Source: an optimization exercise on an open RTL-to-GDS flow (aim: small area and a short achievable clock period). Production flows keep margins and buffers that such runs may drop.
No functional check of the RTL was part of any run shown here.

`design/flow/config.mk`:
```
export PLATFORM = sky130hd
export DESIGN_NAME = FIR1
export DESIGN_NICKNAME = FIR1
export VERILOG_FILES = /design/flow/design.v
export SDC_FILE = /design/flow/constraint.sdc
export NUM_CORES = 4
export LEC_CHECK = 0
export CAP_MARGIN = 20
export CORE_MARGIN = 2
export CORE_UTILIZATION = 40
export CTS_CLUSTER_DIAMETER = 150
export CTS_CLUSTER_SIZE = 20
export SLEW_MARGIN = 20
export SYNTH_HIERARCHICAL = 1
export SYNTH_MINIMUM_KEEP_SIZE = 0
```
`design/flow/constraint.sdc`:
```
create_clock -name core_clock -period 10.0 [get_ports {clk}]
set_input_delay 2.0000 -clock core_clock [delete_from_list [all_inputs] [get_ports {clk}]]
set_output_delay 2.0000 -clock core_clock [all_outputs]
set_load 0.01 [all_outputs]
```
`design/flow/design.v`:
```
module FIR1 (X, clk, Y, reset);
  input  [13:0] X;
  input         clk;
  output [13:0] Y;
  input         reset;
  reg [13:0] d1;
  reg [13:0] d2;
  reg [13:0] d3;
  reg [13:0] d4;
  reg [13:0] d5;
  reg [13:0] d6;
  reg [13:0] d7;
  reg [13:0] d8;
  reg [13:0] d9;
  reg [13:0] d10;
  reg [13:0] d11;
  reg [13:0] d12;
  reg [13:0] d13;
  reg [13:0] d14;
  reg [13:0] d15;
  reg [13:0] d16;
  reg [13:0] d17;
  reg [13:0] d18;
  reg [13:0] d19;
  reg [14:0] q2_0;
  reg [14:0] q2_1;
  reg [14:0] q2_2;
  reg [14:0] q2_3;
  reg [16:0] t2_5;
  reg [29:0] r2a;
  reg [28:0] r2b;
  reg [16:0] m1_0;
  reg [27:0] r1;
  reg [14:0] r1d;
  reg [13:0] Y;
  wire s1 = d17[2] ^ d19[2];
  wire c2 = d17[2] | d19[2];
  wire s3, c4;
  FIR1_fa us3 (~d17[0], d17[3], d19[3], s3, c4);
  wire s5, c6;
  FIR1_fa us5 (d17[4], d19[4], ~d17[1], s5, c6);
  wire s7, c8;
  FIR1_fa us7 (~d17[2], d17[5], d19[5], s7, c8);
  wire s9, c10;
  FIR1_fa us9 (~d17[3], d17[6], d19[6], s9, c10);
  wire s11, c12;
  FIR1_fa us11 (~d17[4], d17[7], d19[7], s11, c12);
  wire s13, c14;
  FIR1_fa us13 (~d17[5], d17[8], d19[8], s13, c14);
  wire s15, c16;
  FIR1_fa us15 (~d17[6], d17[9], d19[9], s15, c16);
  wire s17, c18;
  FIR1_fa us17 (~d17[7], d17[10], d19[10], s17, c18);
  wire s19, c20;
  FIR1_fa us19 (~d17[8], d17[11], d19[11], s19, c20);
  wire s21, c22;
  FIR1_fa us21 (~d17[9], d17[12], d19[12], s21, c22);
  wire s23, c24;
  FIR1_fa us23 (d17[13], d17[10], d19[13], s23, c24);
  wire [16:0] t2_5s = {~d17[13], d17[11], c24, ~c22, ~c20, ~c18, ~c16, ~c14, ~c12, ~c10, ~c8, ~c6, ~c4, ~c2, ~d17[1], ~d19[1], ~d17[0]} + {d17[12], ~d17[12], ~d17[11], s23, ~s21, ~s19, ~s17, ~s15, ~s13, ~s11, ~s9, ~s7, ~s5, ~s3, s1, d17[1], ~d19[0]};
  wire s25, c26;
  FIR1_ha us25 (q2_0[9], q2_0[5], s25, c26);
  wire s27 = q2_0[10] ^ q2_0[6];
  wire c28 = q2_0[10] | q2_0[6];
  wire s29, c30;
  FIR1_fa us29 (q2_0[4], q2_0[2], q2_1[0], s29, c30);
  wire s31 = q2_0[11] ^ q2_0[7];
  wire c32 = q2_0[11] | q2_0[7];
  wire s33, c34;
  FIR1_fa us33 (q2_0[5], q2_0[3], q2_1[1], s33, c34);
  wire s35, c36;
  FIR1_fa us35 (q2_2[11], q2_2[9], q2_2[4], s35, c36);
  wire s37, c38;
  FIR1_ha us37 (q2_2[2], q2_2[0], s37, c38);
  wire s39, c40;
  FIR1_fa us39 (q2_0[12], q2_0[8], q2_0[6], s39, c40);
  wire s41, c42;
  FIR1_fa us41 (q2_0[4], q2_1[2], q2_2[12], s41, c42);
  wire s43, c44;
  FIR1_fa us43 (q2_2[10], q2_2[5], q2_2[3], s43, c44);
  wire s45, c46;
  FIR1_fa us45 (q2_2[1], q2_3[7], q2_3[1], s45, c46);
  wire s47, c48;
  FIR1_fa us47 (q2_0[13], q2_0[9], q2_0[7], s47, c48);
  wire s49, c50;
  FIR1_fa us49 (q2_0[5], q2_1[3], q2_2[13], s49, c50);
  wire s51, c52;
  FIR1_fa us51 (q2_2[11], q2_2[6], q2_2[4], s51, c52);
  wire s53, c54;
  FIR1_fa us53 (q2_2[2], q2_3[8], q2_3[2], s53, c54);
  wire s55, c56;
  FIR1_ha us55 (q2_3[0], t2_5[9], s55, c56);
  wire s57, c58;
  FIR1_fa us57 (q2_0[10], q2_0[8], q2_0[6], s57, c58);
  wire s59, c60;
  FIR1_fa us59 (q2_1[4], q2_2[12], q2_2[7], s59, c60);
  wire s61, c62;
  FIR1_fa us61 (q2_2[5], q2_2[3], q2_3[9], s61, c62);
  wire s63, c64;
  FIR1_fa us63 (q2_3[3], q2_3[1], d9[0], s63, c64);
  wire s65, c66;
  FIR1_fa us65 (q2_0[14], q2_1[10], q2_2[14], s65, c66);
  wire s67 = t2_5[10] ^ q2_3[13];
  wire c68 = t2_5[10] & ~q2_3[13];
  wire s69, c70;
  FIR1_fa us69 (q2_0[11], q2_0[9], q2_0[7], s69, c70);
  wire s71, c72;
  FIR1_fa us71 (q2_1[5], q2_2[13], q2_2[8], s71, c72);
  wire s73, c74;
  FIR1_fa us73 (q2_2[6], q2_2[4], q2_3[14], s73, c74);
  wire s75, c76;
  FIR1_fa us75 (q2_3[10], q2_3[4], q2_3[2], s75, c76);
  wire s77, c78;
  FIR1_fa us77 (q2_1[11], q2_3[8], t2_5[13], s77, c78);
  wire s79, c80;
  FIR1_fa us79 (q2_0[12], q2_0[10], q2_0[8], s79, c80);
  wire s81, c82;
  FIR1_fa us81 (q2_1[6], q2_2[9], q2_2[7], s81, c82);
  wire s83, c84;
  FIR1_fa us83 (q2_2[5], q2_3[11], q2_3[5], s83, c84);
  wire s85, c86;
  FIR1_fa us85 (q2_3[3], d9[2], t2_5[12], s85, c86);
  wire s87, c88;
  FIR1_fa us87 (q2_0[13], q2_0[11], q2_0[9], s87, c88);
  wire s89, c90;
  FIR1_fa us89 (q2_1[7], q2_2[10], q2_2[8], s89, c90);
  wire s91, c92;
  FIR1_fa us91 (q2_2[6], q2_3[12], q2_3[6], s91, c92);
  wire s93, c94;
  FIR1_fa us93 (q2_0[12], q2_0[10], q2_1[14], s93, c94);
  wire s95, c96;
  FIR1_fa us95 (q2_1[8], q2_2[11], q2_2[9], s95, c96);
  wire s97, c98;
  FIR1_ha us97 (q2_2[7], q2_3[13], s97, c98);
  wire s99 = q2_0[13] ^ q2_0[11];
  wire c100 = q2_0[13] | q2_0[11];
  wire s101, c102;
  FIR1_ha us101 (q2_1[9], q2_2[12], s101, c102);
  wire s103 = q2_0[6] ^ q2_0[2];
  wire c104 = q2_0[6] | q2_0[2];
  wire s105, c106;
  FIR1_ha us105 (q2_0[0], q2_2[6], s105, c106);
  wire s107, c108;
  FIR1_fa us107 (q2_0[7], q2_0[3], q2_0[1], s107, c108);
  wire s109, c110;
  FIR1_fa us109 (q2_2[7], q2_2[5], q2_2[0], s109, c110);
  wire s111, c112;
  FIR1_ha us111 (q2_3[2], t2_5[3], s111, c112);
  wire s113, c114;
  FIR1_fa us113 (q2_0[8], q2_0[4], q2_0[2], s113, c114);
  wire s115, c116;
  FIR1_fa us115 (q2_0[0], q2_2[8], q2_2[6], s115, c116);
  wire s117, c118;
  FIR1_fa us117 (q2_2[1], q2_3[3], t2_5[4], s117, c118);
  wire s119 = q2_1[4] ^ q2_3[7];
  wire c120 = q2_1[4] | q2_3[7];
  wire s121, c122;
  FIR1_fa us121 (q2_0[3], q2_0[1], q2_2[9], s121, c122);
  wire s123, c124;
  FIR1_fa us123 (q2_2[7], q2_2[2], q2_2[0], s123, c124);
  wire s125, c126;
  FIR1_fa us125 (q2_1[5], q2_3[8], q2_3[2], s125, c126);
  wire s127, c128;
  FIR1_fa us127 (q2_3[4], t2_5[5], ~t2_5[7], s127, c128);
  wire s129, c130;
  FIR1_fa us129 (q2_2[10], q2_2[8], q2_2[3], s129, c130);
  wire s131, c132;
  FIR1_fa us131 (q2_2[1], q2_3[5], t2_5[6], s131, c132);
  wire s133, c134;
  FIR1_fa us133 (q2_1[6], q2_3[9], q2_3[3], s133, c134);
  wire s135, c136;
  FIR1_fa us135 (t2_5[8], ~c26, s27, s135, c136);
  wire s137, c138;
  FIR1_fa us137 (q2_3[6], q2_3[0], t2_5[7], s137, c138);
  wire s139, c140;
  FIR1_fa us139 (q2_1[7], q2_3[10], q2_3[4], s139, c140);
  wire s141, c142;
  FIR1_fa us141 (t2_5[9], ~c28, s31, s141, c142);
  wire s143, c144;
  FIR1_fa us143 (s37, c30, s33, s143, c144);
  wire s145, c146;
  FIR1_fa us145 (q2_1[8], q2_3[11], q2_3[5], s145, c146);
  wire s147, c148;
  FIR1_fa us147 (t2_5[8], c32, c38, s147, c148);
  wire s149, c150;
  FIR1_fa us149 (~t2_5[10], c34, c36, s149, c150);
  wire s151, c152;
  FIR1_fa us151 (s39, s41, s43, s151, c152);
  wire s153, c154;
  FIR1_fa us153 (q2_1[9], q2_3[12], q2_3[6], s153, c154);
  wire s155, c156;
  FIR1_fa us155 (s55, c40, c42, s155, c156);
  wire s157, c158;
  FIR1_fa us157 (~t2_5[11], c44, c46, s157, c158);
  wire s159, c160;
  FIR1_fa us159 (s47, s49, s51, s159, c160);
  wire s161, c162;
  FIR1_fa us161 (q2_3[7], t2_5[12], s67, s161, c162);
  wire s163, c164;
  FIR1_fa us163 (c56, c48, c50, s163, c164);
  wire s165, c166;
  FIR1_fa us165 (c52, c54, s57, s165, c166);
  wire s167, c168;
  FIR1_fa us167 (s59, s61, s63, s167, c168);
  wire s169, c170;
  FIR1_fa us169 (d9[1], t2_5[11], c68, s169, c170);
  wire s171, c172;
  FIR1_fa us171 (c58, c60, c62, s171, c172);
  wire s173, c174;
  FIR1_fa us173 (c64, s69, s71, s173, c174);
  wire s175, c176;
  FIR1_fa us175 (~c66, s73, s75, s175, c176);
  wire s177, c178;
  FIR1_fa us177 (q2_1[12], q2_2[14], q2_3[9], s177, c178);
  wire s179, c180;
  FIR1_fa us179 (c70, c72, c74, s179, c180);
  wire s181, c182;
  FIR1_fa us181 (t2_5[14], ~c76, c78, s181, c182);
  wire s183, c184;
  FIR1_fa us183 (s79, s81, s83, s183, c184);
  wire s185, c186;
  FIR1_fa us185 (q2_3[4], d9[3], t2_5[13], s185, c186);
  wire s187, c188;
  FIR1_fa us187 (q2_1[13], q2_3[10], t2_5[15], s187, c188);
  wire s189, c190;
  FIR1_fa us189 (c80, c82, c84, s189, c190);
  wire s191, c192;
  FIR1_fa us191 (c86, s87, s89, s191, c192);
  wire s193, c194;
  FIR1_fa us193 (q2_3[7], q2_3[5], d9[4], s193, c194);
  wire s195, c196;
  FIR1_fa us195 (t2_5[16], t2_5[14], ~q2_0[14], s195, c196);
  wire s197, c198;
  FIR1_fa us197 (s97, c88, c90, s197, c198);
  wire s199, c200;
  FIR1_fa us199 (c92, s93, s95, s199, c200);
  wire s201, c202;
  FIR1_fa us201 (q2_2[10], q2_2[8], q2_3[8], s201, c202);
  wire s203, c204;
  FIR1_fa us203 (q2_3[6], d9[5], t2_5[15], s203, c204);
  wire s205, c206;
  FIR1_fa us205 (q2_3[14], q2_3[12], s99, s205, c206);
  wire s207, c208;
  FIR1_fa us207 (c98, s101, c94, s207, c208);
  wire s209, c210;
  FIR1_fa us209 (q2_1[10], q2_2[13], q2_2[11], s209, c210);
  wire s211, c212;
  FIR1_fa us211 (q2_2[9], q2_3[9], q2_3[7], s211, c212);
  wire s213, c214;
  FIR1_fa us213 (q2_0[14], q2_3[13], t2_5[16], s213, c214);
  wire s215, c216;
  FIR1_fa us215 (d9[6], c100, c102, s215, c216);
  wire s217 = q2_0[13] ^ q2_1[11];
  wire c218 = q2_0[13] | q2_1[11];
  wire s219, c220;
  FIR1_fa us219 (q2_2[12], q2_2[10], q2_3[14], s219, c220);
  wire s221, c222;
  FIR1_fa us221 (q2_3[10], q2_3[8], d9[7], s221, c222);
  wire s223, c224;
  FIR1_ha us223 (q2_1[12], q2_2[13], s223, c224);
  wire s225 = q2_0[4] ^ q2_0[0];
  wire c226 = q2_0[4] | q2_0[0];
  wire s227, c228;
  FIR1_ha us227 (q2_2[4], q2_2[2], s227, c228);
  wire s229, c230;
  FIR1_fa us229 (q2_0[1], q2_2[5], q2_2[3], s229, c230);
  wire s231, c232;
  FIR1_fa us231 (q2_1[1], q2_3[4], t2_5[3], s231, c232);
  wire s233, c234;
  FIR1_ha us233 (q2_3[0], t2_5[1], s233, c234);
  wire s235, c236;
  FIR1_fa us235 (q2_2[4], q2_3[1], t2_5[2], s235, c236);
  wire s237, c238;
  FIR1_fa us237 (q2_1[2], q2_3[5], t2_5[4], s237, c238);
  wire s239, c240;
  FIR1_fa us239 (q2_0[5], ~s103, s105, s239, c240);
  wire s241, c242;
  FIR1_fa us241 (q2_1[3], q2_3[6], q2_3[0], s241, c242);
  wire s243, c244;
  FIR1_fa us243 (c104, c106, s111, s243, c244);
  wire s245, c246;
  FIR1_fa us245 (~t2_5[5], s107, s109, s245, c246);
  wire s247, c248;
  FIR1_fa us247 (q2_3[1], t2_5[6], ~c112, s247, c248);
  wire s249, c250;
  FIR1_fa us249 (s119, c108, c110, s249, c250);
  wire s251, c252;
  FIR1_fa us251 (s113, s115, s117, s251, c252);
  wire s253, c254;
  FIR1_fa us253 (s25, c114, c116, s253, c254);
  wire s255, c256;
  FIR1_fa us255 (c118, s121, s123, s255, c256);
  wire s257, c258;
  FIR1_fa us257 (c120, s125, ~s127, s257, c258);
  wire s259, c260;
  FIR1_fa us259 (c122, c124, ~c126, s259, c260);
  wire s261, c262;
  FIR1_fa us261 (c128, s29, s129, s261, c262);
  wire s263, c264;
  FIR1_fa us263 (~s131, s133, s135, s263, c264);
  wire s265, c266;
  FIR1_fa us265 (c130, c132, ~c134, s265, c266);
  wire s267, c268;
  FIR1_fa us267 (s35, s137, ~s139, s267, c268);
  wire s269, c270;
  FIR1_fa us269 (c136, s141, ~s143, s269, c270);
  wire s271, c272;
  FIR1_fa us271 (c138, ~c140, s45, s271, c272);
  wire s273, c274;
  FIR1_fa us273 (s145, c142, ~s147, s273, c274);
  wire s275, c276;
  FIR1_fa us275 (c144, s149, s151, s275, c276);
  wire s277, c278;
  FIR1_fa us277 (c146, ~s53, s153, s277, c278);
  wire s279, c280;
  FIR1_fa us279 (c148, c150, c152, s279, c280);
  wire s281, c282;
  FIR1_fa us281 (s155, s157, s159, s281, c282);
  wire s283, c284;
  FIR1_fa us283 (c154, s65, s161, s283, c284);
  wire s285, c286;
  FIR1_fa us285 (c156, c158, c160, s285, c286);
  wire s287, c288;
  FIR1_fa us287 (s163, s165, s167, s287, c288);
  wire s289, c290;
  FIR1_fa us289 (s77, c162, ~s169, s289, c290);
  wire s291, c292;
  FIR1_fa us291 (c164, c166, c168, s291, c292);
  wire s293, c294;
  FIR1_fa us293 (s171, s173, s175, s293, c294);
  wire s295, c296;
  FIR1_fa us295 (s85, ~s177, c170, s295, c296);
  wire s297, c298;
  FIR1_fa us297 (c172, c174, s179, s297, c298);
  wire s299, c300;
  FIR1_fa us299 (~s181, c176, s183, s299, c300);
  wire s301, c302;
  FIR1_fa us301 (~c178, s91, s185, s301, c302);
  wire s303, c304;
  FIR1_fa us303 (c180, c184, s189, s303, c304);
  wire s305, c306;
  FIR1_fa us305 (s187, c182, ~s191, s305, c306);
  wire s307, c308;
  FIR1_fa us307 (q2_3[11], ~c186, c188, s307, c308);
  wire s309, c310;
  FIR1_fa us309 (s193, s195, c190, s309, c310);
  wire s311, c312;
  FIR1_fa us311 (c192, s197, s199, s311, c312);
  wire s313, c314;
  FIR1_fa us313 (c96, c194, c196, s313, c314);
  wire s315, c316;
  FIR1_fa us315 (s201, s203, c198, s315, c316);
  wire s317, c318;
  FIR1_fa us317 (~s205, c200, s207, s317, c318);
  wire s319, c320;
  FIR1_fa us319 (~q2_0[12], c202, c204, s319, c320);
  wire s321, c322;
  FIR1_fa us321 (s209, s211, ~s213, s321, c322);
  wire s323, c324;
  FIR1_fa us323 (~c206, s215, c208, s323, c324);
  wire s325, c326;
  FIR1_fa us325 (q2_2[14], ~q2_0[12], s217, s325, c326);
  wire s327, c328;
  FIR1_fa us327 (c210, c212, ~c214, s327, c328);
  wire s329, c330;
  FIR1_fa us329 (s219, s221, c216, s329, c330);
  wire s331, c332;
  FIR1_fa us331 (q2_2[11], q2_3[11], q2_3[9], s331, c332);
  wire s333, c334;
  FIR1_fa us333 (d9[8], ~q2_0[14], c218, s333, c334);
  wire s335, c336;
  FIR1_fa us335 (s223, c220, c222, s335, c336);
  wire s337 = q2_1[13] ^ q2_2[12];
  wire c338 = q2_1[13] | q2_2[12];
  wire s339, c340;
  FIR1_fa us339 (q2_3[12], q2_3[10], d9[9], s339, c340);
  wire s341 = c224 ^ q2_2[14];
  wire c342 = c224 & ~q2_2[14];
  wire s343 = q2_2[13] ^ q2_3[13];
  wire c344 = q2_2[13] | q2_3[13];
  wire s345, c346;
  FIR1_ha us345 (q2_3[11], d9[10], s345, c346);
  wire s347, c348;
  FIR1_ha us347 (q2_0[2], q2_2[2], s347, c348);
  wire s349 = q2_0[3] ^ q2_2[3];
  wire c350 = q2_0[3] | q2_2[3];
  wire s351 = q2_2[1] ^ q2_3[2];
  wire c352 = q2_2[1] & ~q2_3[2];
  wire s353, c354;
  FIR1_fa us353 (q2_1[0], q2_3[3], t2_5[2], s353, c354);
  wire s355, c356;
  FIR1_fa us355 (t2_5[0], ~s225, s227, s355, c356);
  wire s357, c358;
  FIR1_fa us357 (c226, c228, s233, s357, c358);
  wire s359, c360;
  FIR1_fa us359 (q2_0[5], ~s229, s231, s359, c360);
  wire s361, c362;
  FIR1_fa us361 (c234, c230, ~c232, s361, c362);
  wire s363, c364;
  FIR1_fa us363 (s235, ~s237, s239, s363, c364);
  wire s365, c366;
  FIR1_fa us365 (~c236, c238, s241, s365, c366);
  wire s367, c368;
  FIR1_fa us367 (c240, s243, s245, s367, c368);
  wire s369, c370;
  FIR1_fa us369 (c242, ~c244, s247, s369, c370);
  wire s371, c372;
  FIR1_fa us371 (s249, c246, s251, s371, c372);
  wire s373, c374;
  FIR1_fa us373 (c250, c252, s253, s373, c374);
  wire s375, c376;
  FIR1_fa us375 (c248, ~s255, s257, s375, c376);
  wire s377, c378;
  FIR1_fa us377 (c254, c256, s259, s377, c378);
  wire s379, c380;
  FIR1_fa us379 (~s261, c258, s263, s379, c380);
  wire s381, c382;
  FIR1_fa us381 (c260, c262, s265, s381, c382);
  wire s383, c384;
  FIR1_fa us383 (~s267, c264, s269, s383, c384);
  wire s385, c386;
  FIR1_fa us385 (c266, c268, s271, s385, c386);
  wire s387, c388;
  FIR1_fa us387 (s273, c270, ~s275, s387, c388);
  wire s389, c390;
  FIR1_fa us389 (~c272, s277, c274, s389, c390);
  wire s391, c392;
  FIR1_fa us391 (c276, s279, s281, s391, c392);
  wire s393, c394;
  FIR1_fa us393 (c278, ~c280, s283, s393, c394);
  wire s395, c396;
  FIR1_fa us395 (c282, s285, s287, s395, c396);
  wire s397, c398;
  FIR1_fa us397 (c284, ~c286, s289, s397, c398);
  wire s399, c400;
  FIR1_fa us399 (c288, s291, s293, s399, c400);
  wire s401, c402;
  FIR1_fa us401 (s295, ~c290, c292, s401, c402);
  wire s403, c404;
  FIR1_fa us403 (s297, c294, s299, s403, c404);
  wire s405, c406;
  FIR1_fa us405 (s301, c296, c298, s405, c406);
  wire s407, c408;
  FIR1_fa us407 (s303, c300, ~s305, s407, c408);
  wire s409, c410;
  FIR1_fa us409 (c302, c304, s309, s409, c410);
  wire s411, c412;
  FIR1_fa us411 (s307, c306, ~s311, s411, c412);
  wire s413, c414;
  FIR1_fa us413 (~c308, s313, c310, s413, c414);
  wire s415, c416;
  FIR1_fa us415 (s315, c312, s317, s415, c416);
  wire s417, c418;
  FIR1_fa us417 (c314, s319, s321, s417, c418);
  wire s419, c420;
  FIR1_fa us419 (c316, c318, s323, s419, c420);
  wire s421, c422;
  FIR1_fa us421 (c320, s327, c322, s421, c422);
  wire s423, c424;
  FIR1_fa us423 (~s325, s329, c324, s423, c424);
  wire s425, c426;
  FIR1_fa us425 (s331, ~c326, s333, s425, c426);
  wire s427, c428;
  FIR1_fa us427 (c328, s335, c330, s427, c428);
  wire s429, c430;
  FIR1_fa us429 (~s337, c332, s339, s429, c430);
  wire s431, c432;
  FIR1_fa us431 (~s341, c334, c336, s431, c432);
  wire s433, c434;
  FIR1_fa us433 (q2_1[14], ~c338, s343, s433, c434);
  wire s435, c436;
  FIR1_fa us435 (s345, c340, c342, s435, c436);
  wire s437, c438;
  FIR1_fa us437 (q2_3[12], d9[11], ~q2_2[14], s437, c438);
  wire s439, c440;
  FIR1_fa us439 (~q2_3[14], c344, c346, s439, c440);
  wire s441 = q2_2[0] ^ q2_3[1];
  wire c442 = q2_2[0] & ~q2_3[1];
  wire s443, c444;
  FIR1_fa us443 (t2_5[1], s349, s351, s443, c444);
  wire s445, c446;
  FIR1_fa us445 (c350, c352, ~s353, s445, c446);
  wire s447, c448;
  FIR1_fa us447 (~c354, c356, s357, s447, c448);
  wire s449, c450;
  FIR1_fa us449 (c358, s361, ~c360, s449, c450);
  wire s451, c452;
  FIR1_fa us451 (c362, ~s365, c364, s451, c452);
  wire s453, c454;
  FIR1_fa us453 (c366, s369, ~c368, s453, c454);
  wire s455, c456;
  FIR1_fa us455 (~c370, c372, s373, s455, c456);
  wire s457, c458;
  FIR1_fa us457 (c374, s377, ~c376, s457, c458);
  wire s459, c460;
  FIR1_fa us459 (c378, s381, ~c380, s459, c460);
  wire s461, c462;
  FIR1_fa us461 (c382, s385, ~c384, s461, c462);
  wire s463, c464;
  FIR1_fa us463 (~c386, s389, c388, s463, c464);
  wire s465, c466;
  FIR1_fa us465 (c390, s393, ~c392, s465, c466);
  wire s467, c468;
  FIR1_fa us467 (c394, s397, ~c396, s467, c468);
  wire s469, c470;
  FIR1_fa us469 (~c398, s401, c400, s469, c470);
  wire s471, c472;
  FIR1_fa us471 (c402, s405, c404, s471, c472);
  wire s473, c474;
  FIR1_fa us473 (c406, s409, c408, s473, c474);
  wire s475, c476;
  FIR1_fa us475 (c410, s413, s415, s475, c476);
  wire s477, c478;
  FIR1_fa us477 (s417, c414, c416, s477, c478);
  wire s479, c480;
  FIR1_fa us479 (c418, s421, c420, s479, c480);
  wire s481, c482;
  FIR1_fa us481 (s425, c422, s427, s481, c482);
  wire s483, c484;
  FIR1_fa us483 (s429, c426, s431, s483, c484);
  wire s485, c486;
  FIR1_fa us485 (~s433, c430, s435, s485, c486);
  wire s487, c488;
  FIR1_fa us487 (s437, ~c434, s439, s487, c488);
  wire s489, c490;
  FIR1_fa us489 (q2_3[13], d9[12], c438, s489, c490);
  wire s491, c492;
  FIR1_ha us491 (q2_0[1], q2_2[1], s491, c492);
  wire s493, c494;
  FIR1_fa us493 (t2_5[0], ~s347, s441, s493, c494);
  wire s495, c496;
  FIR1_fa us495 (c348, c442, ~s443, s495, c496);
  wire s497, c498;
  FIR1_fa us497 (~c444, s355, s445, s497, c498);
  wire s499, c500;
  FIR1_fa us499 (c446, ~s359, s447, s499, c500);
  wire s501, c502;
  FIR1_fa us501 (c448, s363, s449, s501, c502);
  wire s503, c504;
  FIR1_fa us503 (c450, s367, s451, s503, c504);
  wire s505, c506;
  FIR1_fa us505 (s371, c452, ~s453, s505, c506);
  wire s507, c508;
  FIR1_fa us507 (s375, c454, ~s455, s507, c508);
  wire s509, c510;
  FIR1_fa us509 (c456, ~s379, s457, s509, c510);
  wire s511, c512;
  FIR1_fa us511 (c458, ~s383, s459, s511, c512);
  wire s513, c514;
  FIR1_fa us513 (~s387, c460, s461, s513, c514);
  wire s515, c516;
  FIR1_fa us515 (s391, c462, ~s463, s515, c516);
  wire s517, c518;
  FIR1_fa us517 (~s395, c464, s465, s517, c518);
  wire s519, c520;
  FIR1_fa us519 (~s399, c466, s467, s519, c520);
  wire s521, c522;
  FIR1_fa us521 (s403, ~c468, s469, s521, c522);
  wire s523, c524;
  FIR1_fa us523 (s407, c470, s471, s523, c524);
  wire s525, c526;
  FIR1_fa us525 (~s411, c472, s473, s525, c526);
  wire s527, c528;
  FIR1_fa us527 (~c412, c474, s475, s527, c528);
  wire s529, c530;
  FIR1_fa us529 (s419, c476, s477, s529, c530);
  wire s531, c532;
  FIR1_fa us531 (s423, c478, s479, s531, c532);
  wire s533, c534;
  FIR1_fa us533 (c424, s481, c480, s533, c534);
  wire s535, c536;
  FIR1_fa us535 (c428, s483, c482, s535, c536);
  wire s537, c538;
  FIR1_fa us537 (c432, s485, c484, s537, c538);
  wire s539, c540;
  FIR1_fa us539 (c436, s487, c486, s539, c540);
  wire s541, c542;
  FIR1_fa us541 (c440, s489, c488, s541, c542);
  wire s543, c544;
  FIR1_fa us543 (~d9[13], q2_3[14], c490, s543, c544);
  wire [16:0] m1_0s = {{3{X[13]}}, X} + {X[13], X, 2'b00};
  wire s545, c546;
  FIR1_ha us545 (r2a[4], r2b[4], s545, c546);
  wire s547, c548;
  FIR1_fa us547 (r2a[5], r2b[5], d1[3], s547, c548);
  wire s549, c550;
  FIR1_fa us549 (r2a[6], r2b[6], d1[4], s549, c550);
  wire s551, c552;
  FIR1_fa us551 (r2a[7], r2b[7], d1[5], s551, c552);
  wire s553, c554;
  FIR1_fa us553 (r2a[8], r2b[8], d1[6], s553, c554);
  wire s555, c556;
  FIR1_fa us555 (r2a[9], d1[7], m1_0[5], s555, c556);
  wire s557, c558;
  FIR1_fa us557 (r2b[10], d1[8], m1_0[6], s557, c558);
  wire s559, c560;
  FIR1_fa us559 (r2a[11], r2b[11], d1[9], s559, c560);
  wire s561, c562;
  FIR1_fa us561 (r2a[12], r2b[12], d1[10], s561, c562);
  wire s563, c564;
  FIR1_fa us563 (r2a[13], r2b[13], d1[11], s563, c564);
  wire s565, c566;
  FIR1_fa us565 (r2a[14], d1[12], m1_0[10], s565, c566);
  wire s567, c568;
  FIR1_fa us567 (r2a[15], r2b[15], d1[13], s567, c568);
  wire s569, c570;
  FIR1_ha us569 (r2b[16], m1_0[12], s569, c570);
  wire s571, c572;
  FIR1_ha us571 (r2a[17], r2b[17], s571, c572);
  wire s573, c574;
  FIR1_ha us573 (r2a[18], r2b[18], s573, c574);
  wire s575, c576;
  FIR1_ha us575 (r2a[19], r2b[19], s575, c576);
  wire s577, c578;
  FIR1_ha us577 (r2a[20], r2b[20], s577, c578);
  wire s579, c580;
  FIR1_ha us579 (r2a[2], d1[0], s579, c580);
  wire s581, c582;
  FIR1_fa us581 (r2b[3], d1[1], ~r2a[3], s581, c582);
  wire s583, c584;
  FIR1_fa us583 (d1[2], m1_0[0], s545, s583, c584);
  wire s585, c586;
  FIR1_fa us585 (m1_0[1], c546, s547, s585, c586);
  wire s587, c588;
  FIR1_fa us587 (m1_0[2], c548, s549, s587, c588);
  wire s589, c590;
  FIR1_fa us589 (m1_0[3], c550, s551, s589, c590);
  wire s591, c592;
  FIR1_fa us591 (m1_0[4], c552, s553, s591, c592);
  wire s593, c594;
  FIR1_fa us593 (~r2b[9], c554, s555, s593, c594);
  wire s595, c596;
  FIR1_fa us595 (~r2a[10], c556, s557, s595, c596);
  wire s597, c598;
  FIR1_fa us597 (m1_0[7], c558, s559, s597, c598);
  wire s599, c600;
  FIR1_fa us599 (m1_0[8], c560, s561, s599, c600);
  wire s601, c602;
  FIR1_fa us601 (m1_0[9], c562, s563, s601, c602);
  wire s603, c604;
  FIR1_fa us603 (~r2b[14], c564, s565, s603, c604);
  wire s605, c606;
  FIR1_fa us605 (m1_0[11], c566, ~s567, s605, c606);
  wire s607, c608;
  FIR1_fa us607 (r2a[16], ~s569, c568, s607, c608);
  wire s609, c610;
  FIR1_fa us609 (m1_0[13], c570, s571, s609, c610);
  wire s611, c612;
  FIR1_fa us611 (m1_0[14], c572, s573, s611, c612);
  wire s613, c614;
  FIR1_fa us613 (m1_0[15], c574, s575, s613, c614);
  wire s615, c616;
  FIR1_fa us615 (~m1_0[16], c576, s577, s615, c616);
  wire s617, c618;
  FIR1_fa us617 (r2a[21], r2b[21], c578, s617, c618);
  wire s619, c620;
  FIR1_ha us619 (r2a[22], r2b[22], s619, c620);
  wire s621, c622;
  FIR1_ha us621 (r2a[23], r2b[23], s621, c622);
  wire s623, c624;
  FIR1_ha us623 (r2a[24], r2b[24], s623, c624);
  wire s625, c626;
  FIR1_ha us625 (r2a[25], r2b[25], s625, c626);
  wire s627, c628;
  FIR1_ha us627 (r2a[26], r2b[26], s627, c628);
  wire s629, c630;
  FIR1_ha us629 (r2a[27], r2b[27], s629, c630);
  wire s631 = r2b[28] ^ r2a[28];
  wire c632 = r2b[28] & ~r2a[28];
  wire [29:0] rs1 = {r2a[29], c630, c628, c626, c624, c622, c620, c618, c616, c614, c612, c610, ~c608, c606, c604, c602, c600, c598, c596, c594, c592, c590, c588, c586, c584, c582, c580, ~r2b[2], r2b[1], r2a[0]} + {c632, ~s631, s629, s627, s625, s623, s621, s619, s617, s615, s613, s611, s609, ~s607, s605, s603, s601, s599, s597, s595, s593, s591, s589, s587, s585, s583, s581, s579, ~r2a[1], r2b[0]};
  wire [13:0] xu = {X[13], ~X[12:0]};
  wire [14:0] qd = ~r1d;
  wire [15:0] ca, cb;   
  assign ca[0] = r1[0] ^ xu[0];
  assign cb[0] = 1'b0;
  assign cb[1] = qd[0] & xu[0];
  genvar gi;
  generate for (gi = 1; gi < 14; gi = gi + 1) begin : csa
    assign ca[gi] = r1[gi] ^ xu[gi] ^ xu[gi-1];
    assign cb[gi+1] = (qd[gi] & xu[gi]) | (qd[gi] & xu[gi-1]) | (xu[gi] & xu[gi-1]);
  end endgenerate
  assign ca[14] = r1[14] ^ xu[13];
  assign cb[15] = qd[14] & xu[13];
  assign ca[15] = r1[15];
  wire [15:0] pg0 = ca & cb, pt0 = ca | cb;
  wire [15:0] pg1, pt1;
  assign pg1[0] = pg0[0];
  assign pt1[0] = pt0[0];
  assign pg1[1] = pg0[1] | (pt0[1] & pg0[0]);
  assign pt1[1] = pt0[1] & pt0[0];
  assign pg1[2] = pg0[2] | (pt0[2] & pg0[1]);
  assign pt1[2] = pt0[2] & pt0[1];
  assign pg1[3] = pg0[3] | (pt0[3] & pg0[2]);
  assign pt1[3] = pt0[3] & pt0[2];
  assign pg1[4] = pg0[4] | (pt0[4] & pg0[3]);
  assign pt1[4] = pt0[4] & pt0[3];
  assign pg1[5] = pg0[5] | (pt0[5] & pg0[4]);
  assign pt1[5] = pt0[5] & pt0[4];
  assign pg1[6] = pg0[6] | (pt0[6] & pg0[5]);
  assign pt1[6] = pt0[6] & pt0[5];
  assign pg1[7] = pg0[7] | (pt0[7] & pg0[6]);
  assign pt1[7] = pt0[7] & pt0[6];
  assign pg1[8] = pg0[8] | (pt0[8] & pg0[7]);
  assign pt1[8] = pt0[8] & pt0[7];
  assign pg1[9] = pg0[9] | (pt0[9] & pg0[8]);
  assign pt1[9] = pt0[9] & pt0[8];
  assign pg1[10] = pg0[10] | (pt0[10] & pg0[9]);
  assign pt1[10] = pt0[10] & pt0[9];
  assign pg1[11] = pg0[11] | (pt0[11] & pg0[10]);
  assign pt1[11] = pt0[11] & pt0[10];
  assign pg1[12] = pg0[12] | (pt0[12] & pg0[11]);
  assign pt1[12] = pt0[12] & pt0[11];
  assign pg1[13] = pg0[13] | (pt0[13] & pg0[12]);
  assign pt1[13] = pt0[13] & pt0[12];
  assign pg1[14] = pg0[14] | (pt0[14] & pg0[13]);
  assign pt1[14] = pt0[14] & pt0[13];
  assign pg1[15] = pg0[15] | (pt0[15] & pg0[14]);
  assign pt1[15] = pt0[15] & pt0[14];
  wire [15:0] pg2, pt2;
  assign pg2[0] = pg1[0];
  assign pt2[0] = pt1[0];
  assign pg2[1] = pg1[1];
  assign pt2[1] = pt1[1];
  assign pg2[2] = pg1[2] | (pt1[2] & pg1[0]);
  assign pt2[2] = pt1[2] & pt1[0];
  assign pg2[3] = pg1[3] | (pt1[3] & pg1[1]);
  assign pt2[3] = pt1[3] & pt1[1];
  assign pg2[4] = pg1[4] | (pt1[4] & pg1[2]);
  assign pt2[4] = pt1[4] & pt1[2];
  assign pg2[5] = pg1[5] | (pt1[5] & pg1[3]);
  assign pt2[5] = pt1[5] & pt1[3];
  assign pg2[6] = pg1[6] | (pt1[6] & pg1[4]);
  assign pt2[6] = pt1[6] & pt1[4];
  assign pg2[7] = pg1[7] | (pt1[7] & pg1[5]);
  assign pt2[7] = pt1[7] & pt1[5];
  assign pg2[8] = pg1[8] | (pt1[8] & pg1[6]);
  assign pt2[8] = pt1[8] & pt1[6];
  assign pg2[9] = pg1[9] | (pt1[9] & pg1[7]);
  assign pt2[9] = pt1[9] & pt1[7];
  assign pg2[10] = pg1[10] | (pt1[10] & pg1[8]);
  assign pt2[10] = pt1[10] & pt1[8];
  assign pg2[11] = pg1[11] | (pt1[11] & pg1[9]);
  assign pt2[11] = pt1[11] & pt1[9];
  assign pg2[12] = pg1[12] | (pt1[12] & pg1[10]);
  assign pt2[12] = pt1[12] & pt1[10];
  assign pg2[13] = pg1[13] | (pt1[13] & pg1[11]);
  assign pt2[13] = pt1[13] & pt1[11];
  assign pg2[14] = pg1[14] | (pt1[14] & pg1[12]);
  assign pt2[14] = pt1[14] & pt1[12];
  assign pg2[15] = pg1[15] | (pt1[15] & pg1[13]);
  assign pt2[15] = pt1[15] & pt1[13];
  wire [15:0] pg3, pt3;
  assign pg3[0] = pg2[0];
  assign pt3[0] = pt2[0];
  assign pg3[1] = pg2[1];
  assign pt3[1] = pt2[1];
  assign pg3[2] = pg2[2];
  assign pt3[2] = pt2[2];
  assign pg3[3] = pg2[3];
  assign pt3[3] = pt2[3];
  assign pg3[4] = pg2[4] | (pt2[4] & pg2[0]);
  assign pt3[4] = pt2[4] & pt2[0];
  assign pg3[5] = pg2[5] | (pt2[5] & pg2[1]);
  assign pt3[5] = pt2[5] & pt2[1];
  assign pg3[6] = pg2[6] | (pt2[6] & pg2[2]);
  assign pt3[6] = pt2[6] & pt2[2];
  assign pg3[7] = pg2[7] | (pt2[7] & pg2[3]);
  assign pt3[7] = pt2[7] & pt2[3];
  assign pg3[8] = pg2[8] | (pt2[8] & pg2[4]);
  assign pt3[8] = pt2[8] & pt2[4];
  assign pg3[9] = pg2[9] | (pt2[9] & pg2[5]);
  assign pt3[9] = pt2[9] & pt2[5];
  assign pg3[10] = pg2[10] | (pt2[10] & pg2[6]);
  assign pt3[10] = pt2[10] & pt2[6];
  assign pg3[11] = pg2[11] | (pt2[11] & pg2[7]);
  assign pt3[11] = pt2[11] & pt2[7];
  assign pg3[12] = pg2[12] | (pt2[12] & pg2[8]);
  assign pt3[12] = pt2[12] & pt2[8];
  assign pg3[13] = pg2[13] | (pt2[13] & pg2[9]);
  assign pt3[13] = pt2[13] & pt2[9];
  assign pg3[14] = pg2[14] | (pt2[14] & pg2[10]);
  assign pt3[14] = pt2[14] & pt2[10];
  assign pg3[15] = pg2[15] | (pt2[15] & pg2[11]);
  assign pt3[15] = pt2[15] & pt2[11];
  wire [15:0] pg4, pt4;
  assign pg4[0] = pg3[0];
  assign pt4[0] = pt3[0];
  assign pg4[1] = pg3[1];
  assign pt4[1] = pt3[1];
  assign pg4[2] = pg3[2];
  assign pt4[2] = pt3[2];
  assign pg4[3] = pg3[3];
  assign pt4[3] = pt3[3];
  assign pg4[4] = pg3[4];
  assign pt4[4] = pt3[4];
  assign pg4[5] = pg3[5];
  assign pt4[5] = pt3[5];
  assign pg4[6] = pg3[6];
  assign pt4[6] = pt3[6];
  assign pg4[7] = pg3[7];
  assign pt4[7] = pt3[7];
  assign pg4[8] = pg3[8] | (pt3[8] & pg3[0]);
  assign pt4[8] = pt3[8] & pt3[0];
  assign pg4[9] = pg3[9] | (pt3[9] & pg3[1]);
  assign pt4[9] = pt3[9] & pt3[1];
  assign pg4[10] = pg3[10] | (pt3[10] & pg3[2]);
  assign pt4[10] = pt3[10] & pt3[2];
  assign pg4[11] = pg3[11] | (pt3[11] & pg3[3]);
  assign pt4[11] = pt3[11] & pt3[3];
  assign pg4[12] = pg3[12] | (pt3[12] & pg3[4]);
  assign pt4[12] = pt3[12] & pt3[4];
  assign pg4[13] = pg3[13] | (pt3[13] & pg3[5]);
  assign pt4[13] = pt3[13] & pt3[5];
  assign pg4[14] = pg3[14] | (pt3[14] & pg3[6]);
  assign pt4[14] = pt3[14] & pt3[6];
  assign pg4[15] = pg3[15] | (pt3[15] & pg3[7]);
  assign pt4[15] = pt3[15] & pt3[7];
  wire cy16 = pg4[15];   
  wire cy14 = pg4[13], cy15 = pg4[14];
  wire y0 = ca[14] ^ cb[14] ^ cy14;
  wire y1 = ca[15] ^ cb[15] ^ cy15;
  wire [11:0] hq = r1[27:16];
  wire [11:0] hall;   
  assign hall[0] = 1'b1;
  generate for (gi = 1; gi < 12; gi = gi + 1) begin : inc
    assign hall[gi] = hall[gi-1] & hq[gi-1];
  end endgenerate
  wire [13:0] yn = {hq ^ (hall & {12{cy16}}), y1, y0};
  always @(posedge clk or posedge reset) begin
    if (reset) begin
      d1 <= 14'd0;
      d2 <= 14'd0;
      d3 <= 14'd0;
      d4 <= 14'd0;
      d5 <= 14'd0;
      d6 <= 14'd0;
      d7 <= 14'd0;
      d8 <= 14'd0;
      d9 <= 14'd0;
      d10 <= 14'd0;
      d11 <= 14'd0;
      d12 <= 14'd0;
      d13 <= 14'd0;
      d14 <= 14'd0;
      d15 <= 14'd0;
      d16 <= 14'd0;
      d17 <= 14'd0;
      d18 <= 14'd0;
      d19 <= 14'd0;
      q2_0 <= 15'd32767;
      q2_1 <= 15'd0;
      q2_2 <= 15'd32767;
      q2_3 <= 15'd0;
      t2_5 <= 17'd0;
      r2a <= 30'd804226054;
      r2b <= 29'd49668;
      m1_0 <= 17'd0;
      r1 <= 28'd268410883;
      r1d <= 15'd24572;
      Y <= 14'd0;
    end else begin
      d1 <= X;
      d2 <= d1;
      d3 <= d2;
      d4 <= d3;
      d5 <= d4;
      d6 <= d5;
      d7 <= d6;
      d8 <= d7;
      d9 <= d8;
      d10 <= d9;
      d11 <= d10;
      d12 <= d11;
      d13 <= d12;
      d14 <= d13;
      d15 <= d14;
      d16 <= d15;
      d17 <= d16;
      d18 <= d17;
      d19 <= d18;
      q2_0 <= ~({d1[13], d1} + {d15[13], d15});
      q2_1 <= {d3[13], d3} + {d13[13], d13};
      q2_2 <= ~({d5[13], d5} + {d11[13], d11});
      q2_3 <= {d7[13], d7} + {d9[13], d9};
      t2_5 <= t2_5s;
      r2a <= {1'b1, q2_3[14], c542, c540, c538, c536, c534, c532, c530, c528, c526, c524, c522, c520, c518, c516, c514, c512, c510, c508, c506, c504, c502, c500, c498, c496, c494, c492, q2_3[0], q2_0[0]};
      r2b <= {c544, s543, s541, s539, s537, s535, s533, s531, s529, s527, s525, s523, s521, s519, s517, s515, s513, s511, s509, s507, s505, s503, s501, s499, s497, s495, s493, s491, q2_2[0]};
      m1_0 <= m1_0s;
      r1 <= rs1[29:2];
      r1d <= ~rs1[16:2];
      Y <= yn;
    end
  end
endmodule
module FIR1_fa (a, b, c, s, co);
  input a, b, c;
  output s, co;
  assign s = a ^ b ^ c;
  assign co = (a & b) | (a & c) | (b & c);
endmodule
module FIR1_ha (a, b, s, co);
  input a, b;
  output s, co;
  assign s = a ^ b;
  assign co = a & b;
endmodule
```
`design/flow/flow/run.sh`:
```
#!/bin/bash
set -euo pipefail
bash standard.sh SETUP_SLACK_MARGIN=6.4 finish > standard_run.log 2>&1
```
`design/flow/standard.sh`:
```
#!/bin/bash
# synth_recipe.tcl (not shown) runs the flow's synth.tcl, then flattens the netlist and writes it again
# the make line also repeats each setting of config.mk as NAME=value (left out here)
make -C /OpenROAD-flow-scripts/flow DESIGN_CONFIG=/design/flow/config.mk WORK_HOME=/design/flow/orfs CLKGATE_MAP_FILE= SYNTH_SCRIPT=/design/flow/synth_recipe.tcl "${@:-finish}"
```
==> reports/qor.txt, run 1 <==
Final Hold Vio Count = 0
Critical Path Max Stage Delay = 0.69 ns
Storage element area = 11920 um^2
Post-DRT Antenna Nets = 0
Area growth syn-to-layout = 13.60%
Initial core utilization = 40.46%
Crit-path slowest cell = dfstp_2
Crit path DAT = 4.20 ns
DP Area = 25790 um^2
Height of the die = 251.1 um
Register area share after synthesis = 48.65%
Slew @ Worst Pin = 0.8765 ns
Combinational family with the most area after synthesis = adder cells
Worst setup EP type = flop
Layout fillers = 5308
Synth Area in Adders = 31.32%
Synth Area in Compound Gates = 6.778%
Max Clk Rate = 266.9 MHz
Crit-path cells = fa_1 > fa_2 > fa_2 > fa_2 > fa_2 > fa_2
Total grt overflow = 0
Hold buffer count at cts = 0
Synth Area in XOR/XNOR = 4.375%
Final setup fails = 0
Clock sink total = 471
Family with the most delay on the worst path = adder cells
Ys flop type = dfrtp_1
Top post-synthesis cells by count = 395 x dfrtp_1, 280 x fa_1, 238 x inv_1
Pin count of the biggest net entering global routing = 178
Setup TNS = 0 ns
Top cells by area, synth = dfrtp_1 40%, fa_1 23%, ha_1 8.2%, dfstp_2 8.2%, inv_1 3.7%
CTS tree = done
CTS Buf Count = 27
Top-count cell post-synth = dfrtp_1
Clock Path Buffers = 3
Iter 0 DRT Violations = 637
Detailed placement HPWL = 41440 um
Clk_skew = 0.02225 ns
Global Route Usage Sum = 17.58%
Global-route wire length before repair = 83450 um
CTS H-tree depth = 1
Top cell by count, worst path = fa_2
Synth unique cells = 82
Pre-antenna DRT Iters = 6
Multi-input logic area = 12150 um^2
FP Rows = 90
Mean area per synthesized cell = 13.86 um^2
CP Buf/Inv Count = 0
CORE AREA = 60360 um^2
Critical Path RT = 10.45 ns
Mapped Area = 24420 um^2
Status = no timing/DRC/antenna violations
Fraction of layout cells with a size suffix above 1 = 18.17%
Synthesized flop and latch total = 471
Fin crit period = 3.747 ns
Async S/R FF share, synth = 100.0%
MaxCap Viol Count = 0
Slew HR = 41.57%
Residual DRC = 0
Area leader, netlist = dfrtp_1
Vias per cell = 4.882
WS Path Type = reg2reg
RSZ-0062 raised after global routing = true
Number of buffers added on ports = 29
Total Die Area = 63050 um^2
Critical Path Fanout Max = 4
Syn Nets = 2219
Max Transition Viols Final = 0
Initial antenna violation count = 0
Clock root buffer = clkbuf_16
Crit share post-route = 37.47%
Routed wire length = 53600 um
Wirelength per Cell = 19.95 um
Worst hold path type = reg2reg
Syn Inst Count = 1762
Post-layout nets = 2342
Gpl congestion = 0.8920
Clk Latency, worst-skew pair = 0.59 ns
Die W = 251.1 um
Mux share of post-synthesis cell area = 0.2971%
Top cell type's share of synthesized area = 40.47%
Number of synthesized flops with an enable pin = 0
IO Count = 30
Number of global-route vias before repair = 14450
Final core occ = 45.97%
CP Launch Type = flop
Simple logic cell fraction of the synthesized area = 4.647%
Finished Cell Area = 27740 um^2
Synth Warn # = 7
Via count = 13120
Clock transition at path regs = 0.09 ns
[modules after synthesis (local to each module, per instance)]
module   cells inside  area [um^2]  copies in the design
FIR1_ha             1        12.51                    26
FIR1_fa             1        20.02                   274
FIR1             1462        18610                     1
[state kept, by name (all words and copies together), names as in the netlist, 16 cells and up]
name,cells
r2b,29
t2_5,17
r1,27
m1_0,16
r2a,29
[layout make-up]
cell class | instances | area share, %
multi-input cells | 1041 | 43.79
flip-flops and latches | 471 | 42.96
repair buffers | 106 | 3.716
well taps | 782 | 3.527
inverters | 238 | 3.252
clock buffers | 47 | 2.706
clock inverters | 1 | 0.04059
diodes | 1 | 0.009020
[worst reg2reg max path, cell delays in order, from the launching register on]
cell and delay (ns):
dfstp_2 0.69, fa_1 0.49, fa_2 0.41, fa_2 0.59, fa_2 0.44, fa_2 0.54
fa_2 0.45
[path summary, 6_finish.rpt]
kind,from,endpoint,slack [ns],cells after the start
min in group asynchronous,reset,d11[1]$_DFF_PP0_,1.75,2
min,d10[3]$_DFF_PP0_,d11[3]$_DFF_PP0_,0.35,0
min reg2reg,d10[3]$_DFF_PP0_,d11[3]$_DFF_PP0_,0.35,0
max,q2_0[12]$_DFF_PP1_,r2b[19]$_DFF_PP0_,6.25,6
max in group asynchronous,reset,r2a[27]$_DFF_PP1_,6.81,4
max reg2reg,q2_0[12]$_DFF_PP1_,r2b[19]$_DFF_PP0_,6.25,6
[cell families after synthesis]
| group | Yosys count |
|---|---|
| AOI/OAI and AO/OA | 244 |
| xor gates and xnor gates | 119 |
| adders and majority gates | 444 |
| buffers and inverters | 250 |
| DFF | 471 |
| muxes | 7 |
| and+or+nand+nor | 227 |
[repair_timing]
action	in CTS	in global routing
pin swaps	47	62
setup buffers	45	27
resized for setup	153	72
gates cloned	0	1
endpoints found under the setup margin	120	248
[per-stage QoR]
stage,hold slack (ns),setup slack [ns],instances
floorplan,0.3312,1.683,1762
global placement,0.3316,4.845,2565
detailed placement,0.3347,4.780,2565
CTS,0.3455,6.250,2658
global route,0.3466,6.185,2686
finish,0.3450,6.253,2687
[cell usage in the layout, fill, tap and decap left out, types with 9 or more instances in the layout]
cell type and count:
fa_2 29, nor2_1 72, o21bai_1 11, dfrtp_1 375, ha_4 12, o21ai_0 34, nor3_1 23, fa_1 251
clkdlybuf4s50_1 15, a21o_1 18, dfstp_2 73, xor2_1 37, clkbuf_1 20, nor2b_1 16, inv_1 230, buf_4 64
nand2_1 40, xnor2_1 71, o21a_1 9, nand3_1 13, dfrtp_2 20, a21oi_2 11, clkbuf_16 28, a21oi_1 64
and3_1 10, ha_1 148
[per-layer routing]
| metal | routed length (um) | track usage (%) |
|---|---|---|
| met1 | 24030 | 24.24 |
| met2 | 26100 | 29.54 |
| met3 | 1942 | 2.029 |
| met4 | 1529 | 5.068 |
| met5 | 0 | 0 |
==> inputs of run 2 (changes only) <==
==> design/flow/flow/run.sh (replaced) <==
#!/bin/bash
set -euo pipefail
bash standard.sh SETUP_SLACK_MARGIN=6.2 finish > standard_run.log 2>&1
==> run 2 against run 1 <==
Still clean. Routed wire length is 2.4% lower. Clock-buffer cell count stayed put. Via count is 1.2% lower. Clock skew is 0.00082 ns lower. Worst hold slack worse by 0.0013 ns. Highest routed layer unchanged.
==> reports/qor.txt, run 2 <==
Status = no timing/DRC/antenna violations (unchanged)
Worst hold path type = reg2reg (unchanged)
Clock transition at path regs = 0.08 ns (was 0.09 ns)
Area leader, netlist = dfrtp_1 (unchanged)
CP Launch Type = flop (unchanged)
Global-route wire length before repair = 83750 um (was 83450 um)
Total grt overflow = 0 (unchanged)
Post-DRT Antenna Nets = 0 (unchanged)
Total Die Area = 63050 um^2 (unchanged)
CTS H-tree depth = 1 (unchanged)
Register area share after synthesis = 48.65% (unchanged)
Die W = 251.1 um (unchanged)
Critical Path Fanout Max = 5 (was 4)
Synth Warn # = 7 (unchanged)
Final WS setup = 6.258 ns (was 6.253 ns)
Ys flop type = dfrtp_1 (unchanged)
MaxCap Viol Count = 0 (unchanged)
Pin count of the biggest net entering global routing = 168 (was 178)
Async S/R FF share, synth = 100.0% (unchanged)
Clock sink total = 471 (unchanged)
Crit share post-route = 37.42% (was 37.47%)
CTS Buf Count = 27 (unchanged)
Dpl ws = 4.728 ns (was 4.780 ns)
Max Clk Rate = 267.2 MHz (was 266.9 MHz)
IO Count = 30 (unchanged)
Ant diodes = 0 (was 1)
Top post-synthesis cells by count = 395 x dfrtp_1, 280 x fa_1, 238 x inv_1 (unchanged)
Slew HR = 33.21% (was 41.57%)
Placed cell count = 2565 (unchanged)
Syn Nets = 2219 (unchanged)
Worst hold margin = 0.3437 ns (was 0.3450 ns)
Area growth syn-to-layout = 10.70% (was 13.60%)
Final Hold Vio Count = 0 (unchanged)
Mean area per synthesized cell = 13.86 um^2 (unchanged)
Clk Latency, worst-skew pair = 0.58 ns (was 0.59 ns)
Post-layout nets = 2299 (was 2342)
Top cells by area, synth = dfrtp_1 40%, fa_1 23%, ha_1 8.2%, dfstp_2 8.2%, inv_1 3.7% (unchanged)
FP Rows = 90 (unchanged)
Setup TNS = 0 ns (unchanged)
Regs by FF count = r2a: 29 flops, r2b: 29 flops, r1: 27 flops (unchanged)
Leading cell type in the layout, fill and taps excluded = dfrtp_1 (unchanged)
Pre-antenna DRT Iters = 4 (was 6)
Final setup fails = 0 (unchanged)
Initial core utilization = 40.46% (unchanged)
Residual DRC = 0 (unchanged)
Top-count cell post-synth = dfrtp_1 (unchanged)
Global Route Usage Sum = 17.48% (was 17.58%)
Most frequent cells in the layout = 380 x dfrtp_1, 277 x fa_1, 236 x inv_1, 154 x ha_1, 73 x nor2_1 (was 375 x dfrtp_1, 251 x fa_1, 230 x inv_1, 148 x ha_1, 73 x dfstp_2)
Via count = 12960 (was 13120)
Gpl congestion = 0.8928 (was 0.8920)
Number of buffers added on ports = 29 (unchanged)
Clk_skew = 0.02143 ns (was 0.02225 ns)
Clock root buffer = clkbuf_16 (unchanged)
Routed wire length = 52330 um (was 53600 um)
Synth unique cells = 82 (unchanged)
Worst setup EP type = flop (unchanged)
Critical Path RT = 10.44 ns (was 10.45 ns)
CORE AREA = 60360 um^2 (unchanged)
Number of global-route vias before repair = 14570 (was 14450)
Detailed placement HPWL = 41010 um (was 41440 um)
Layout fillers = 5386 (was 5308)
Mapped Area = 24420 um^2 (unchanged)
Height of the die = 251.1 um (unchanged)
Hold buffer count at cts = 0 (unchanged)
Layout Cells excl Fill = 2643 (was 2687)
Vias per cell = 4.903 (was 4.882)
Clock Path Buffers = 3 (unchanged)
Fin crit period = 3.742 ns (was 3.747 ns)
Fraction of layout cells with a size suffix above 1 = 13.33% (was 18.17%)
Max Transition Viols Final = 0 (unchanged)
WS Path Type = reg2reg (unchanged)
CTS tree = done (unchanged)
Initial antenna violation count = 3 (was 0)
Number of synthesized flops with an enable pin = 0 (unchanged)
Syn Inst Count = 1762 (unchanged)
Crit path DAT = 4.18 ns (was 4.20 ns)
RSZ-0062 raised after global routing = true (unchanged)
Iter 0 DRT Violations = 627 (was 637)
Wirelength per Cell = 19.80 um (was 19.95 um)
Slew @ Worst Pin = 1.002 ns (was 0.8765 ns)
Synthesized flop and latch total = 471 (unchanged)
Top cell type's share of synthesized area = 40.47% (unchanged)
## run 2: cell types whose count changed in the layout (fill, tap and decap cells not counted), moves of 4 or more
cell / before / now
buf_4: 64 / 30
fa_1: 251 / 277
fa_2: 29 / 3
ha_4: 12 / 4
ha_1: 148 / 154
inv_1: 230 / 236
a21oi_1: 64 / 69
a21oi_2: 11 / 6
dfrtp_1: 375 / 380
dfrtp_2: 20 / 15
buf_12: 6 / 2
inv_2: 5 / 1
## run 2: timing repair
| action | CTS | global route |
|---|---|---|
| buffers inserted | 8 | 22 |
| endpoints found under the setup margin | 28 | 153 |
| gates resized for setup | 83 | 46 |
| pin swaps | 8 | 19 |
| cloned | 0 | 0 |
## run 2: path summary, 6_finish.rpt
check / startpoint / end / slack, ns / cells after the start
max: q2_3[10]$_DFF_PP0_ / r2b[16]$_DFF_PP0_ / 6.26 / 6
min: d4[6]$_DFF_PP0_ / d5[6]$_DFF_PP0_ / 0.34 / 0
max reg2reg: q2_3[10]$_DFF_PP0_ / r2b[16]$_DFF_PP0_ / 6.26 / 6
min reg2reg: d4[6]$_DFF_PP0_ / d5[6]$_DFF_PP0_ / 0.34 / 0
max in group asynchronous: reset / q2_3[11]$_DFF_PP0_ / 6.61 / 4
min in group asynchronous: reset / d4[2]$_DFF_PP0_ / 2.03 / 3
## run 2: modules after synthesis (local to each module, per instance)
module	copies in the design	flops+latches	cells
FIR1_fa	274	0	1
FIR1_ha	26	0	1
FIR1	1	471	1462
## run 2: area by class of cell
class                      instances  area (um^2)  share of cell area, %
multi-input combinational       1041        11930                  44.12
sequential                       471        11920                  44.07
tap                              782        978.4                  3.619
inverter                         238        897.1                  3.318
clock buffer                      47        750.7                  2.777
timing repair buffer              63        553.0                  2.046
clock inverter                     1        11.26                0.04165
## run 2: cell families after synthesis
kind of cell | Yosys count | synth area share, %
AOI/OAI and AO/OA | 244 | 6.778
xor gates and xnor gates | 119 | 4.375
adders and majority gates | 444 | 31.32
buffers and inverters | 250 | 3.929
DFF | 471 | 48.65
muxes | 7 | 0.2971
and+or+nand+nor | 227 | 4.647
## run 2: worst max-delay path, stage by stage, from the launching register on
cell	delay, ns
dfrtp_1	0.67
fa_1	0.51
fa_1	0.53
fa_1	0.44
fa_1	0.42
fa_1	0.54
fa_1	0.48
## run 2: metrics by stage
| step | instance area (um^2) | util, % |
|---|---|---|
| 6_report | 27030 | 44.79 |
| 5_1_grt | 27030 | 44.79 |
| 4_1_cts | 26720 | 44.26 |
| 3_5_place_dp | 25780 | 42.71 |
| 3_3_place_gp | 25780 | 42.71 |
| 2_1_floorplan | 24530 | - |
## run 2: per-layer routing
metal / GRT usage, % / vias to the layer above / part of all wire [%]
li1: - / 5856 / -
met1: 24.12 / 6848 / 45
met2: 29.45 / 195 / 49
met3: 2.133 / 60 / 3.5
met4: 4.643 / 0 / 2.5
met5: 0 / - / 0

==> re-timing with driven ports <==
The results above use ideal ports. As a check the final layouts listed here were re-extracted and re-timed, cells and wires unchanged.
Step 1: set_driving_cell puts a clkbuf_16 on clk and a buf_2 on each other input, an assumption about the parent block.
Step 2 moves the port delays by t, midway between the first and last clock arrival at a register: inputs arrive t later, outputs are due t later. That takes back most of the time a late clock gives input paths.
a / b / c = no drivers / after step 1 / after step 2; a / b = the first two.
run | t (ns) | slack for setup (ns) | clock arrival spread, ns | worst register clock-pin slew, ns | cell pins on the clock port's net
run 1 | 0.639 | 6.253 / 6.253 / 5.672 | 0.023 / 0.023 | 0.09 / 0.09 | 1
run 2 | 0.635 | 6.258 / 6.258 / 5.679 | 0.024 / 0.025 | 0.09 / 0.09 | 1
After both steps every run listed still meets setup and hold. For run 1, which loses most, drivers alone change the setup slack by 0.000 ns; drivers and shift together by -0.581 ns.
